Source: an optimization exercise on an open RTL-to-GDS flow (aim: small area, a short achievable clock period and few clock cycles per item). Production flows keep margins and buffers that such runs may drop. RTL that was checked went through simulation tests only; none was proved equivalent to the original.

==> build 33: inputs <==
// angle_frame
module angle_frame(
	input clk,
	input rst,
	input start,
	input [11:0] x,
	input [11:0] y,
	output [55:0] frame,
	output frame_valid
    );
==> module conv_dec_ascii, before the edit <==
module conv_dec_ascii(
	input  [16:0] d_in,
	output [20:0] digits     
    );
	wire [6:0] i = d_in[16:10];
	wire [9:0] f = d_in[9:0];
	wire [13:0] p1 = {1'b0, f, 3'b0} + {3'b0, f, 1'b0};
	wire [16:0] p2 = {1'b0, f, 6'b0} + {2'b0, f, 5'b0} + {5'b0, f, 2'b0};
	wire [13:0] p3 = {1'b0, p2[9:0], 3'b0} + {3'b0, p2[9:0], 1'b0};
	wire [3:0] qh = p1[13:10];
	wire [3:0] qt = p2[13:10] - {qh[0], 3'b0} - {qh[2:0], 1'b0};
	wire [3:0] qo = p3[13:10];
	wire [3:0] it = (i >= 7'd120) ? 4'd12 : (i >= 7'd110) ? 4'd11 : (i >= 7'd100) ? 4'd10 :
	                (i >= 7'd90) ? 4'd9 : (i >= 7'd80) ? 4'd8 : (i >= 7'd70) ? 4'd7 :
	                (i >= 7'd60) ? 4'd6 : (i >= 7'd50) ? 4'd5 : (i >= 7'd40) ? 4'd4 :
	                (i >= 7'd30) ? 4'd3 : (i >= 7'd20) ? 4'd2 : (i >= 7'd10) ? 4'd1 : 4'd0;
	wire [6:0] io = i - {it, 3'b0} - {2'b0, it, 1'b0};
	wire       ih = it[3] & (it[2] | it[1]);
	wire [8:0] ti = {ih, ih ? it - 4'd10 : it, io[3:0]};
	assign digits = {ti, qh, qt, qo};
endmodule
==> module angle_frame, before the edit <==
module angle_frame(
	input clk,
	input rst,
	input start,
	input [11:0] x,
	input [11:0] y,
	output [55:0] frame,
	output frame_valid
    );
	reg        busy;
	reg        valid;
	reg  [20:0] dig;
	reg  [7:0]  crc;
	wire [31:0] z;
	wire [20:0] dig_next;
	wire [7:0]  crc_hi, crc_lo, crc_0;
	wire        done;
	atang Arctg_alg(.clk(clk), .load(start), .x(x), .y(y), .z(z), .done(done));
	conv_dec_ascii Conversie(.d_in(z[31:15]), .digits(dig_next));
	CRC crc_a(.digits({dig_next[20:4], 4'd0}), .crc(crc_hi));
	CRC crc_b(.digits({17'd0, dig_next[3:0]}), .crc(crc_lo));
	CRC crc_c(.digits(21'd0), .crc(crc_0));
	wire last = done;
	always @(posedge clk) begin
		dig <= dig_next;
		crc <= crc_hi ^ crc_lo ^ crc_0;
		if (rst) begin
			busy  <= 1'b0;
			valid <= 1'b0;
		end else begin
			busy  <= start | (busy & ~last);
			valid <= busy & last;
		end
	end
	assign frame = {7'b0011000, dig[20], 4'h3, dig[19:16], 4'h3, dig[15:12],
	                4'h3, dig[11:8], 4'h3, dig[7:4], 4'h3, dig[3:0],
	                crc};
	assign frame_valid = valid;
endmodule
==> flow/config.mk <==
export PLATFORM = sky130hd
export DESIGN_NAME = angle_frame
export DESIGN_NICKNAME = angle_frame
export VERILOG_FILES = /design/flow/design.v
export SDC_FILE = /design/flow/constraint.sdc
export NUM_CORES = 8
export LEC_CHECK = 0
export CAP_MARGIN = 20
export CORE_MARGIN = 2
export CORE_UTILIZATION = 40
export CTS_BUF_LIST = sky130_fd_sc_hd__clkbuf_16
export CTS_CLUSTER_DIAMETER = 80
export CTS_CLUSTER_SIZE = 24
export SETUP_SLACK_MARGIN = 4.6
export SLEW_MARGIN = 20
export SYNTH_MEMORY_MAX_BITS = 65536
==> flow/constraint.sdc <==
create_clock -name core_clock -period 8.0 [get_ports {clk}]
set_input_delay 1.6000 -clock core_clock [delete_from_list [all_inputs] [get_ports {clk}]]
set_output_delay 1.6000 -clock core_clock [all_outputs]
set_load 0.01 [all_outputs]
standard.sh (not shown) runs the stock make flow with config.mk's settings and CLKGATE_MAP_FILE= SYNTH_SCRIPT=/design/flow/synth_recipe.tcl, a recipe that flattens the netlist after the stock synthesis.
==> flow/flow/run.sh <==
#!/bin/bash
# Layout flow: the standard synthesis, then the combinational logic
# (everything but the flip-flops, which keep their names and cells) is
# re-mapped by ABC with an area-recovering script; then the standard
# layout from the netlist, with sky130_fd_sc_hd__buf_2 port buffers.
# Every tool's output goes to a log file in this folder.
set -euo pipefail
bash standard.sh synth > flow_synth.log 2>&1
R=orfs/results/sky130hd/angle_frame/base
cp $R/1_2_yosys.v $R/1_2_yosys_standard.v
LIB=$FLOW_HOME/platforms/sky130hd/lib/sky130_fd_sc_hd__tt_025C_1v80.lib
sed -e "s#@IN@#$R/1_2_yosys_standard.v#" -e "s#@OUT@#$R/1_2_yosys.v#" \
    -e "s#@LIB@#$LIB#g" -e "s#@ABC@#flow/resynth.abc#" flow/resynth.ys > resynth.ys
yosys -l yosys_resynth.log -q resynth.ys > /dev/null 2>&1
bash standard.sh BUFFER_PORTS_ARGS="-buffer_cell sky130_fd_sc_hd__buf_2" finish > flow_finish.log 2>&1
==> flow/flow/resynth.abc <==
strash
dch
map -B 0.2
topo
stime -c
upsize -c
dnsize -c
==> flow/flow/resynth.ys <==
read_liberty -overwrite -ignore_miss_func @LIB@
read_verilog -overwrite @IN@
hierarchy -top angle_frame
setattr -mod -set keep_hierarchy 1 sky130_fd_sc_hd__df*
flatten
opt_clean
abc -script @ABC@ -liberty @LIB@ -dont_use sky130_fd_sc_hd__lpflow_bleeder_1 -dont_use sky130_fd_sc_hd__lpflow_clkbufkapwr_1 -dont_use sky130_fd_sc_hd__lpflow_clkbufkapwr_16 -dont_use sky130_fd_sc_hd__lpflow_clkbufkapwr_2 -dont_use sky130_fd_sc_hd__lpflow_clkbufkapwr_4 -dont_use sky130_fd_sc_hd__lpflow_clkbufkapwr_8 -dont_use sky130_fd_sc_hd__lpflow_clkinvkapwr_1 -dont_use sky130_fd_sc_hd__lpflow_clkinvkapwr_16 -dont_use sky130_fd_sc_hd__lpflow_clkinvkapwr_2 -dont_use sky130_fd_sc_hd__lpflow_clkinvkapwr_4 -dont_use sky130_fd_sc_hd__lpflow_clkinvkapwr_8 -dont_use sky130_fd_sc_hd__lpflow_decapkapwr_12 -dont_use sky130_fd_sc_hd__lpflow_decapkapwr_3 -dont_use sky130_fd_sc_hd__lpflow_decapkapwr_4 -dont_use sky130_fd_sc_hd__lpflow_decapkapwr_6 -dont_use sky130_fd_sc_hd__lpflow_decapkapwr_8 -dont_use sky130_fd_sc_hd__lpflow_inputiso0n_1 -dont_use sky130_fd_sc_hd__lpflow_inputiso0p_1 -dont_use sky130_fd_sc_hd__lpflow_inputiso1n_1 -dont_use sky130_fd_sc_hd__lpflow_inputiso1p_1 -dont_use sky130_fd_sc_hd__lpflow_inputisolatch_1 -dont_use sky130_fd_sc_hd__lpflow_isobufsrc_1 -dont_use sky130_fd_sc_hd__lpflow_isobufsrc_16 -dont_use sky130_fd_sc_hd__lpflow_isobufsrc_2 -dont_use sky130_fd_sc_hd__lpflow_isobufsrc_4 -dont_use sky130_fd_sc_hd__lpflow_isobufsrc_8 -dont_use sky130_fd_sc_hd__lpflow_isobufsrckapwr_16 -dont_use sky130_fd_sc_hd__lpflow_lsbuf_lh_hl_isowell_tap_1 -dont_use sky130_fd_sc_hd__lpflow_lsbuf_lh_hl_isowell_tap_2 -dont_use sky130_fd_sc_hd__lpflow_lsbuf_lh_hl_isowell_tap_4 -dont_use sky130_fd_sc_hd__lpflow_lsbuf_lh_isowell_4 -dont_use sky130_fd_sc_hd__lpflow_lsbuf_lh_isowell_tap_1 -dont_use sky130_fd_sc_hd__lpflow_lsbuf_lh_isowell_tap_2 -dont_use sky130_fd_sc_hd__lpflow_lsbuf_lh_isowell_tap_4 -dont_use sky130_fd_sc_hd__probe_p_8 -dont_use sky130_fd_sc_hd__probec_p_8 
opt_clean -purge
hilomap -singleton -hicell sky130_fd_sc_hd__conb_1 HI -locell sky130_fd_sc_hd__conb_1 LO
setundef -zero
splitnets
opt_clean -purge
stat -liberty @LIB@
delete =sky130_fd_sc_hd__*
write_verilog -noattr -noexpr -nohex -nodec @OUT@
==> trial 35 (differences from build 33) <==
--- a/flow/design.v
+++ b/flow/design.v
@@ -5,17 +5,17 @@
 	input      [11:0] y,
 	output     [31:0] z,
 	output            done        
     );
 	reg  [32:0] xr;              
 	reg  [34:0] rr;              
 	reg  [31:0] zr;
 	reg  [31:1] t;               
-	reg  [16:0] oh;              
+	wire [30:0] oh = t[31:1] & ~{t[30:1], 1'b0};    
 	reg         dn;              
 	wire d = rr[34];             
 	wire dx = ~dn;
 	reg  [29:0] a;
 	wire [29:0] anext = ({30{oh[0]}} & 30'h1C128E80) |
 	                    ({30{oh[1]}} & 30'h0E400224) |
 	                    ({30{oh[2]}} & 30'h0727154C) |
 	                    ({30{oh[3]}} & 30'h03946F29) |
@@ -97,17 +97,16 @@
 	add35 radd(.a({rr[33:0], 1'b0}), .b({2'b00, xm} ^ {35{~d}}), .ci(~d), .s(rnext));
 	add33 xadd(.a(xr), .b(ysh ^ {33{dx}}), .ci(dx), .s(xnext));
 	add32 zadd(.a(zr), .b({2'b00, a} ^ {32{dx}}), .ci(dx), .s(znext));
 	wire [12:0] xy_sum, xy_dif;
 	add13 sadd(.a({1'b0, x}), .b({1'b0, y}), .ci(1'b0), .s(xy_sum));
 	add13 dadd(.a({1'b0, y}), .b(~{1'b0, x}), .ci(1'b1), .s(xy_dif));
 	always @(posedge clk) begin
 		t <= load ? 31'h7fffffff : {t[30:1], 1'b0};
-		oh <= load ? 17'd1 : {oh[15:0], 1'b0};
 		a <= load ? 30'h35214E63 : anext;
 		dn <= load ? ~xy_dif[12] : ~rnext[34];
 		if (load) begin
 			xr <= {1'b0, xy_sum, 19'b0};
 			rr <= {{3{xy_dif[12]}}, xy_dif, 19'b0};
 			zr <= 32'h5A000000;
 		end else begin
 			xr <= xnext;
@@ -688,22 +687,22 @@
 	assign s = p0 ^ c;
 endmodule
 module conv_dec_ascii(
 	input  [16:0] d_in,
 	output [20:0] digits     
     );
 	wire [6:0] i = d_in[16:10];
 	wire [9:0] f = d_in[9:0];
-	wire [13:0] p1 = {1'b0, f, 3'b0} + {3'b0, f, 1'b0};
-	wire [16:0] p2 = {1'b0, f, 6'b0} + {2'b0, f, 5'b0} + {5'b0, f, 2'b0};
-	wire [13:0] p3 = {1'b0, p2[9:0], 3'b0} + {3'b0, p2[9:0], 1'b0};
-	wire [3:0] qh = p1[13:10];
-	wire [3:0] qt = p2[13:10] - {qh[0], 3'b0} - {qh[2:0], 1'b0};
-	wire [3:0] qo = p3[13:10];
+	wire [13:0] m1 = {1'b0, f, 3'b0} + {3'b0, f, 1'b0};
+	wire [13:0] m2 = {1'b0, m1[9:0], 3'b0} + {3'b0, m1[9:0], 1'b0};
+	wire [13:0] m3 = {1'b0, m2[9:0], 3'b0} + {3'b0, m2[9:0], 1'b0};
+	wire [3:0] qh = m1[13:10];
+	wire [3:0] qt = m2[13:10];
+	wire [3:0] qo = m3[13:10];
 	wire [3:0] it = (i >= 7'd120) ? 4'd12 : (i >= 7'd110) ? 4'd11 : (i >= 7'd100) ? 4'd10 :
 	                (i >= 7'd90) ? 4'd9 : (i >= 7'd80) ? 4'd8 : (i >= 7'd70) ? 4'd7 :
 	                (i >= 7'd60) ? 4'd6 : (i >= 7'd50) ? 4'd5 : (i >= 7'd40) ? 4'd4 :
 	                (i >= 7'd30) ? 4'd3 : (i >= 7'd20) ? 4'd2 : (i >= 7'd10) ? 4'd1 : 4'd0;
 	wire [6:0] io = i - {it, 3'b0} - {2'b0, it, 1'b0};
 	wire       ih = it[3] & (it[2] | it[1]);
 	wire [8:0] ti = {ih, ih ? it - 4'd10 : it, io[3:0]};
 	assign digits = {ti, qh, qt, qo};
@@ -737,35 +736,35 @@
 	input [11:0] x,
 	input [11:0] y,
 	output [55:0] frame,
 	output frame_valid
     );
 	reg        busy;
 	reg        valid;
 	reg  [20:0] dig;
-	reg  [7:0]  crc;
+	reg  [7:0]  crc_hi;          
 	wire [31:0] z;
 	wire [20:0] dig_next;
-	wire [7:0]  crc_hi, crc_lo, crc_0;
+	wire [7:0]  crc_hi_next, crc_lo, crc_0;
 	wire        done;
 	atang Arctg_alg(.clk(clk), .load(start), .x(x), .y(y), .z(z), .done(done));
 	conv_dec_ascii Conversie(.d_in(z[31:15]), .digits(dig_next));
-	CRC crc_a(.digits({dig_next[20:4], 4'd0}), .crc(crc_hi));
-	CRC crc_b(.digits({17'd0, dig_next[3:0]}), .crc(crc_lo));
+	CRC crc_a(.digits({dig_next[20:4], 4'd0}), .crc(crc_hi_next));
+	CRC crc_b(.digits({17'd0, dig[3:0]}), .crc(crc_lo));
 	CRC crc_c(.digits(21'd0), .crc(crc_0));
 	wire last = done;
 	always @(posedge clk) begin
 		dig <= dig_next;
-		crc <= crc_hi ^ crc_lo ^ crc_0;
+		crc_hi <= crc_hi_next;
 		if (rst) begin
 			busy  <= 1'b0;
 			valid <= 1'b0;
 		end else begin
 			busy  <= start | (busy & ~last);
 			valid <= busy & last;
 		end
 	end
 	assign frame = {7'b0011000, dig[20], 4'h3, dig[19:16], 4'h3, dig[15:12],
 	                4'h3, dig[11:8], 4'h3, dig[7:4], 4'h3, dig[3:0],
-	                crc};
+	                crc_hi ^ crc_lo ^ crc_0};
 	assign frame_valid = valid;
 endmodule
- SETUP_SLACK_MARGIN: 4.6 -> 4.7
==> trial 44 (differences from build 33) <==
--- a/flow/design.v
+++ b/flow/design.v
@@ -688,22 +688,22 @@
 	assign s = p0 ^ c;
 endmodule
 module conv_dec_ascii(
 	input  [16:0] d_in,
 	output [20:0] digits     
     );
 	wire [6:0] i = d_in[16:10];
 	wire [9:0] f = d_in[9:0];
-	wire [13:0] p1 = {1'b0, f, 3'b0} + {3'b0, f, 1'b0};
-	wire [16:0] p2 = {1'b0, f, 6'b0} + {2'b0, f, 5'b0} + {5'b0, f, 2'b0};
-	wire [13:0] p3 = {1'b0, p2[9:0], 3'b0} + {3'b0, p2[9:0], 1'b0};
-	wire [3:0] qh = p1[13:10];
-	wire [3:0] qt = p2[13:10] - {qh[0], 3'b0} - {qh[2:0], 1'b0};
-	wire [3:0] qo = p3[13:10];
+	wire [13:0] m1 = {1'b0, f, 3'b0} + {3'b0, f, 1'b0};
+	wire [13:0] m2 = {1'b0, m1[9:0], 3'b0} + {3'b0, m1[9:0], 1'b0};
+	wire [13:0] m3 = {1'b0, m2[9:0], 3'b0} + {3'b0, m2[9:0], 1'b0};
+	wire [3:0] qh = m1[13:10];
+	wire [3:0] qt = m2[13:10];
+	wire [3:0] qo = m3[13:10];
 	wire [3:0] it = (i >= 7'd120) ? 4'd12 : (i >= 7'd110) ? 4'd11 : (i >= 7'd100) ? 4'd10 :
 	                (i >= 7'd90) ? 4'd9 : (i >= 7'd80) ? 4'd8 : (i >= 7'd70) ? 4'd7 :
 	                (i >= 7'd60) ? 4'd6 : (i >= 7'd50) ? 4'd5 : (i >= 7'd40) ? 4'd4 :
 	                (i >= 7'd30) ? 4'd3 : (i >= 7'd20) ? 4'd2 : (i >= 7'd10) ? 4'd1 : 4'd0;
 	wire [6:0] io = i - {it, 3'b0} - {2'b0, it, 1'b0};
 	wire       ih = it[3] & (it[2] | it[1]);
 	wire [8:0] ti = {ih, ih ? it - 4'd10 : it, io[3:0]};
 	assign digits = {ti, qh, qt, qo};
@@ -737,35 +737,35 @@
 	input [11:0] x,
 	input [11:0] y,
 	output [55:0] frame,
 	output frame_valid
     );
 	reg        busy;
 	reg        valid;
 	reg  [20:0] dig;
-	reg  [7:0]  crc;
+	reg  [7:0]  crc_hi;          
 	wire [31:0] z;
 	wire [20:0] dig_next;
-	wire [7:0]  crc_hi, crc_lo, crc_0;
+	wire [7:0]  crc_hi_next, crc_lo, crc_0;
 	wire        done;
 	atang Arctg_alg(.clk(clk), .load(start), .x(x), .y(y), .z(z), .done(done));
 	conv_dec_ascii Conversie(.d_in(z[31:15]), .digits(dig_next));
-	CRC crc_a(.digits({dig_next[20:4], 4'd0}), .crc(crc_hi));
-	CRC crc_b(.digits({17'd0, dig_next[3:0]}), .crc(crc_lo));
+	CRC crc_a(.digits({dig_next[20:4], 4'd0}), .crc(crc_hi_next));
+	CRC crc_b(.digits({17'd0, dig[3:0]}), .crc(crc_lo));
 	CRC crc_c(.digits(21'd0), .crc(crc_0));
 	wire last = done;
 	always @(posedge clk) begin
 		dig <= dig_next;
-		crc <= crc_hi ^ crc_lo ^ crc_0;
+		crc_hi <= crc_hi_next;
 		if (rst) begin
 			busy  <= 1'b0;
 			valid <= 1'b0;
 		end else begin
 			busy  <= start | (busy & ~last);
 			valid <= busy & last;
 		end
 	end
 	assign frame = {7'b0011000, dig[20], 4'h3, dig[19:16], 4'h3, dig[15:12],
 	                4'h3, dig[11:8], 4'h3, dig[7:4], 4'h3, dig[3:0],
-	                crc};
+	                crc_hi ^ crc_lo ^ crc_0};
 	assign frame_valid = valid;
 endmodule
- SETUP_SLACK_MARGIN: 4.6 -> 4.4
==> trial 76 (differences from build 33) <==
--- a/flow/design.v
+++ b/flow/design.v
@@ -5,17 +5,17 @@
 	input      [11:0] y,
 	output     [31:0] z,
 	output            done        
     );
 	reg  [32:0] xr;              
 	reg  [34:0] rr;              
 	reg  [31:0] zr;
 	reg  [31:1] t;               
-	reg  [16:0] oh;              
+	wire [30:0] oh = t[31:1] & ~{t[30:1], 1'b0};    
 	reg         dn;              
 	wire d = rr[34];             
 	wire dx = ~dn;
 	reg  [29:0] a;
 	wire [29:0] anext = ({30{oh[0]}} & 30'h1C128E80) |
 	                    ({30{oh[1]}} & 30'h0E400224) |
 	                    ({30{oh[2]}} & 30'h0727154C) |
 	                    ({30{oh[3]}} & 30'h03946F29) |
@@ -97,17 +97,16 @@
 	add35 radd(.a({rr[33:0], 1'b0}), .b({2'b00, xm} ^ {35{~d}}), .ci(~d), .s(rnext));
 	add33 xadd(.a(xr), .b(ysh ^ {33{dx}}), .ci(dx), .s(xnext));
 	add32 zadd(.a(zr), .b({2'b00, a} ^ {32{dx}}), .ci(dx), .s(znext));
 	wire [12:0] xy_sum, xy_dif;
 	add13 sadd(.a({1'b0, x}), .b({1'b0, y}), .ci(1'b0), .s(xy_sum));
 	add13 dadd(.a({1'b0, y}), .b(~{1'b0, x}), .ci(1'b1), .s(xy_dif));
 	always @(posedge clk) begin
 		t <= load ? 31'h7fffffff : {t[30:1], 1'b0};
-		oh <= load ? 17'd1 : {oh[15:0], 1'b0};
 		a <= load ? 30'h35214E63 : anext;
 		dn <= load ? ~xy_dif[12] : ~rnext[34];
 		if (load) begin
 			xr <= {1'b0, xy_sum, 19'b0};
 			rr <= {{3{xy_dif[12]}}, xy_dif, 19'b0};
 			zr <= 32'h5A000000;
 		end else begin
 			xr <= xnext;
@@ -688,22 +687,22 @@
 	assign s = p0 ^ c;
 endmodule
 module conv_dec_ascii(
 	input  [16:0] d_in,
 	output [20:0] digits     
     );
 	wire [6:0] i = d_in[16:10];
 	wire [9:0] f = d_in[9:0];
-	wire [13:0] p1 = {1'b0, f, 3'b0} + {3'b0, f, 1'b0};
-	wire [16:0] p2 = {1'b0, f, 6'b0} + {2'b0, f, 5'b0} + {5'b0, f, 2'b0};
-	wire [13:0] p3 = {1'b0, p2[9:0], 3'b0} + {3'b0, p2[9:0], 1'b0};
-	wire [3:0] qh = p1[13:10];
-	wire [3:0] qt = p2[13:10] - {qh[0], 3'b0} - {qh[2:0], 1'b0};
-	wire [3:0] qo = p3[13:10];
+	wire [13:0] m1 = {1'b0, f, 3'b0} + {3'b0, f, 1'b0};
+	wire [13:0] m2 = {1'b0, m1[9:0], 3'b0} + {3'b0, m1[9:0], 1'b0};
+	wire [13:0] m3 = {1'b0, m2[9:0], 3'b0} + {3'b0, m2[9:0], 1'b0};
+	wire [3:0] qh = m1[13:10];
+	wire [3:0] qt = m2[13:10];
+	wire [3:0] qo = m3[13:10];
 	wire [3:0] it = (i >= 7'd120) ? 4'd12 : (i >= 7'd110) ? 4'd11 : (i >= 7'd100) ? 4'd10 :
 	                (i >= 7'd90) ? 4'd9 : (i >= 7'd80) ? 4'd8 : (i >= 7'd70) ? 4'd7 :
 	                (i >= 7'd60) ? 4'd6 : (i >= 7'd50) ? 4'd5 : (i >= 7'd40) ? 4'd4 :
 	                (i >= 7'd30) ? 4'd3 : (i >= 7'd20) ? 4'd2 : (i >= 7'd10) ? 4'd1 : 4'd0;
 	wire [6:0] io = i - {it, 3'b0} - {2'b0, it, 1'b0};
 	wire       ih = it[3] & (it[2] | it[1]);
 	wire [8:0] ti = {ih, ih ? it - 4'd10 : it, io[3:0]};
 	assign digits = {ti, qh, qt, qo};
@@ -737,35 +736,35 @@
 	input [11:0] x,
 	input [11:0] y,
 	output [55:0] frame,
 	output frame_valid
     );
 	reg        busy;
 	reg        valid;
 	reg  [20:0] dig;
-	reg  [7:0]  crc;
+	reg  [7:0]  crc_hi;          
 	wire [31:0] z;
 	wire [20:0] dig_next;
-	wire [7:0]  crc_hi, crc_lo, crc_0;
+	wire [7:0]  crc_hi_next, crc_lo, crc_0;
 	wire        done;
 	atang Arctg_alg(.clk(clk), .load(start), .x(x), .y(y), .z(z), .done(done));
 	conv_dec_ascii Conversie(.d_in(z[31:15]), .digits(dig_next));
-	CRC crc_a(.digits({dig_next[20:4], 4'd0}), .crc(crc_hi));
-	CRC crc_b(.digits({17'd0, dig_next[3:0]}), .crc(crc_lo));
+	CRC crc_a(.digits({dig_next[20:4], 4'd0}), .crc(crc_hi_next));
+	CRC crc_b(.digits({17'd0, dig[3:0]}), .crc(crc_lo));
 	CRC crc_c(.digits(21'd0), .crc(crc_0));
 	wire last = done;
 	always @(posedge clk) begin
 		dig <= dig_next;
-		crc <= crc_hi ^ crc_lo ^ crc_0;
+		crc_hi <= crc_hi_next;
 		if (rst) begin
 			busy  <= 1'b0;
 			valid <= 1'b0;
 		end else begin
 			busy  <= start | (busy & ~last);
 			valid <= busy & last;
 		end
 	end
 	assign frame = {7'b0011000, dig[20], 4'h3, dig[19:16], 4'h3, dig[15:12],
 	                4'h3, dig[11:8], 4'h3, dig[7:4], 4'h3, dig[3:0],
-	                crc};
+	                crc_hi ^ crc_lo ^ crc_0};
 	assign frame_valid = valid;
 endmodule
==> flow/flow/run.sh (replaced) <==
#!/bin/bash
# Layout flow: the standard flow (standard.sh), with the port buffers
# made of sky130_fd_sc_hd__buf_4 instead of the resizer's default choice.
# Every tool's output goes to a log file in this folder.
set -euo pipefail
bash standard.sh BUFFER_PORTS_ARGS="-buffer_cell sky130_fd_sc_hd__buf_4" finish > flow_standard.log 2>&1
- CTS_BUF_LIST: sky130_fd_sc_hd__clkbuf_16 -> not set
- CTS_CLUSTER_DIAMETER: 80 -> not set
- CTS_CLUSTER_SIZE: 24 -> not set
- SETUP_SLACK_MARGIN: 4.6 -> 4.0
removed: flow/flow/resynth.abc
removed: flow/flow/resynth.ys
==> summary of the runs <==
Trial 76 ran to the end with no violations. Trial 35 completed without violations. Trial 44 completed without violations. Build 33 finished with timing, DRC and antenna clean. The lowest clock skew belongs to trial 76, the highest to build 33. Synthesized cell count, highest first: build 33, trial 44, trial 35, trial 76. Global-route usage, lowest first: trial 76, trial 44, build 33, trial 35. Of trial 35 and trial 44, trial 44 has the higher clock-buffer cell count (gap 1).
==> figures <==
	trial 76	trial 35	trial 44	build 33
Layout-to-synthesis area ratio	1.214x	1.246x	1.119x	1.123x
Final instance count without filler cells	2362	3168	3116	3293
Endpoint of the worst hold path	Arctg_alg.t[29]$_SDFF_PP1_	Arctg_alg.t[26]$_SDFF_PP1_	Arctg_alg.t[26]$_SDFF_PP1_	Arctg_alg.t[24]$_SDFF_PP1_
Slew of the pin with the lowest slew margin	0.982 ns	0.841 ns	0.824 ns	0.818 ns
Outcome	finished clean	finished clean	finished clean	finished clean
Total global routing track utilization	20.3%	27.4%	24.4%	25.3%
Global Route met2 Usage	34.2%	45.2%	40.9%	42.7%
Area occupied by multi-input gates	0.0110 mm2	0.0115 mm2	0.0107 mm2	0.0114 mm2
Clock transition time at the flip-flop clock pins of the worst setup and hold paths	0.08 ns	0.10 ns	0.09 ns	0.10 ns
CP max stage cell	sky130_fd_sc_hd__dfxtp_2	sky130_fd_sc_hd__dfxtp_4	sky130_fd_sc_hd__dfxtp_2	sky130_fd_sc_hd__dfxtp_1
Testbench counts of trial 44, summed over its fixed seeds: cycles 159,356, frames 8,000.
Only the layout flow was run in build 33, trial 35 and trial 76; the RTL was not checked for function there.

## port drivers added, routing unchanged
In the flow no input, the clock included, has a driving cell. The finished layouts below were timed again as built, in two steps. Step 1 assumes that a clkbuf_16 drives the clock port and a buf_2 every other input. Step 2 also shifts input and output timing later by t, the mid clock arrival at the registers, as if the neighbouring blocks saw the same clock. a / b / c = ideal / step 1 / step 2; a / b = the first two.
run | t, ns | slack for setup (ns) | clock arrival spread, ns | slew at the worst register clock pin (ns) | worst slew at a driven data input, ns
build 33 | 0.587 | 4.730 / 4.730 / 4.242 | 0.038 / 0.037 | 0.10 / 0.10 | 0.03
trial 35 | 0.546 | 4.668 / 4.668 / 4.211 | 0.032 / 0.033 | 0.11 / 0.11 | 0.06
trial 44 | 0.581 | 4.627 / 4.627 / 4.130 | 0.026 / 0.026 | 0.10 / 0.10 | 0.03
trial 76 | 0.504 | 3.850 / 3.850 / 3.649 | 0.014 / 0.013 | 0.09 / 0.09 | 0.04
After both steps setup and hold are still met in every run listed. The setup slack of trial 44, which loses most, moves by 0.000 ns with the drivers and by -0.497 ns with both steps.
